This is an optimization exercise on Yosys and OpenROAD, whose aim is small area and a short achievable clock period, not a production implementation. The RTL was checked by simulation tests, not by an equivalence proof against the original design. No activity file was given, so power comes from the tool's default toggle rates.

// systolic_array
module systolic_array #(
    parameter NUM_ROW = 8,
    parameter NUM_COL = 8,
    parameter IN_WORD_SIZE = 8,
    parameter OUT_WORD_SIZE = 24
)(
    input                                           clk,
    input                                           rst,
    input      [NUM_COL*IN_WORD_SIZE-1:0]           top_inputs,
    input      [NUM_ROW*IN_WORD_SIZE-1:0]           left_inputs,
    output reg                                      compute_done,
    output reg [OUT_WORD_SIZE-1:0]                  cycles_count,
    output     [0:OUT_WORD_SIZE*NUM_ROW*NUM_COL-1]  pe_register_vals
);
Size in the first run: roughly 3,000 flip-flops, ~1,700 I/O pins, ~210,000 um^2 of cells after synthesis.
==> flow/config.mk <==
export PLATFORM = sky130hd
export DESIGN_NAME = systolic_array
export DESIGN_NICKNAME = systolic_array
export VERILOG_FILES = /design/flow/design.v
export SDC_FILE = /design/flow/constraint.sdc
export NUM_CORES = 4
export LEC_CHECK = 0
export CAP_MARGIN = 20
export CORE_MARGIN = 2
export CORE_UTILIZATION = 60
export CTS_CLUSTER_DIAMETER = 100
export CTS_CLUSTER_SIZE = 20
export SLEW_MARGIN = 20
export SYNTH_HIERARCHICAL = 1
export SYNTH_MINIMUM_KEEP_SIZE = 0
==> flow/constraint.sdc <==
create_clock -name core_clock -period 10.0 [get_ports {clk}]
set_input_delay 2.0000 -clock core_clock [delete_from_list [all_inputs] [get_ports {clk}]]
set_output_delay 2.0000 -clock core_clock [all_outputs]
set_load 0.01 [all_outputs]
standard.sh (not shown) runs the stock make flow with config.mk's settings and CLKGATE_MAP_FILE= SYNTH_SCRIPT=/design/flow/synth_recipe.tcl, a recipe that flattens the netlist after the stock synthesis.
==> flow/flow/run.sh <==
#!/bin/bash
set -euo pipefail
cd "$(dirname "$0")/.."
bash standard.sh "BUFFER_PORTS_ARGS=-buffer_cell sky130_fd_sc_hd__buf_1" \
    SETUP_SLACK_MARGIN=6 TNS_END_PERCENT=5 finish > orfs_make.log 2>&1
The starting point passed the timing, DRC and antenna checks.
Change:
- CTS_CLUSTER_DIAMETER: 100 -> default
- CTS_CLUSTER_SIZE: 20 -> default
After rerunning: Wire length goes up by about 1%; non-clock buffer count came out higher by 3; register-to-register slack barely changes; global-route usage grows by 0.31 points; via count is higher by 0.94%.

systolic_array, a different RTL version from the one above (not shown whole).
For scale: about 18000 cells after synthesis, about 2900 flip-flops, roughly 1700 I/O pins, roughly 210000 um2 of cells after synthesis.
// systolic_array
module systolic_array #(
    parameter NUM_ROW = 8,
    parameter NUM_COL = 8,
    parameter IN_WORD_SIZE = 8,
    parameter OUT_WORD_SIZE = 24
)(
    input                                           clk,
    input                                           rst,
    input      [NUM_COL*IN_WORD_SIZE-1:0]           top_inputs,
    input      [NUM_ROW*IN_WORD_SIZE-1:0]           left_inputs,
    output reg                                      compute_done,
    output reg [OUT_WORD_SIZE-1:0]                  cycles_count,
    output     [0:OUT_WORD_SIZE*NUM_ROW*NUM_COL-1]  pe_register_vals
);
==> flow/config.mk <==
export PLATFORM = sky130hd
export DESIGN_NAME = systolic_array
export DESIGN_NICKNAME = systolic_array
export VERILOG_FILES = /design/flow/design.v
export SDC_FILE = /design/flow/constraint.sdc
export NUM_CORES = 4
export LEC_CHECK = 0
export CAP_MARGIN = 20
export CORE_MARGIN = 2
export CORE_UTILIZATION = 50
export SLEW_MARGIN = 20
export SYNTH_HIERARCHICAL = 1
export SYNTH_MINIMUM_KEEP_SIZE = 0
==> flow/constraint.sdc <==
create_clock -name core_clock -period 10.0 [get_ports {clk}]
set_input_delay 2.0000 -clock core_clock [delete_from_list [all_inputs] [get_ports {clk}]]
set_output_delay 2.0000 -clock core_clock [all_outputs]
set_load 0.01 [all_outputs]
Scripts as last shown in full above: flow/flow/run.sh
==> next run, changes <==
==> flow/flow/run.sh (replaced) <==
#!/bin/bash
set -euo pipefail
cd "$(dirname "$0")/.."
bash standard.sh "BUFFER_PORTS_ARGS=-buffer_cell sky130_fd_sc_hd__buf_1" \
    SETUP_SLACK_MARGIN=6 finish > orfs_make.log 2>&1
Final cell count increases by 2.3%.
Synthesized cell count does not change.
Count of clock-buffer cells in the layout increases by 12.
Synthesized area is unchanged.
Worst setup slack improved by 0.071 ns.
Power increases by about 9%.
Via count increases by about 3%.
Sequential share of layout area decreases by 1.3 points.
Register-to-register slack improved by 0.03 ns.
Cell area increases by 6.4%.

[afterwards: timing with drivers on the ports]
Ports are ideal in the flow. The routed layouts listed here were re-timed in OpenROAD.
Step 1 assumes that a clkbuf_16 drives the clock port and a buf_2 every other input.
Step 2 also shifts input and output timing later by t, the mid clock arrival at the registers, as if the neighbouring blocks saw the same clock.
Slacks: ideal / step 1 / step 2; pairs: ideal / step 1.
run	t, ns	setup slack, ns	latest minus earliest clock arrival (ns)
the first run of note 1	1.059	5.687 / 5.564 / 4.800	0.052 / 0.052
the second run of note 1	1.073	5.696 / 5.572 / 4.787	0.036 / 0.036
the first run of note 2	1.090	5.680 / 5.725 / 4.701	0.060 / 0.061
the second run of note 2	1.071	5.751 / 5.695 / 4.742	0.051 / 0.051
After both steps every run listed still meets setup and hold. For the second run of note 2, which loses most, drivers alone change the setup slack by -0.056 ns; drivers and shift together by -1.009 ns.
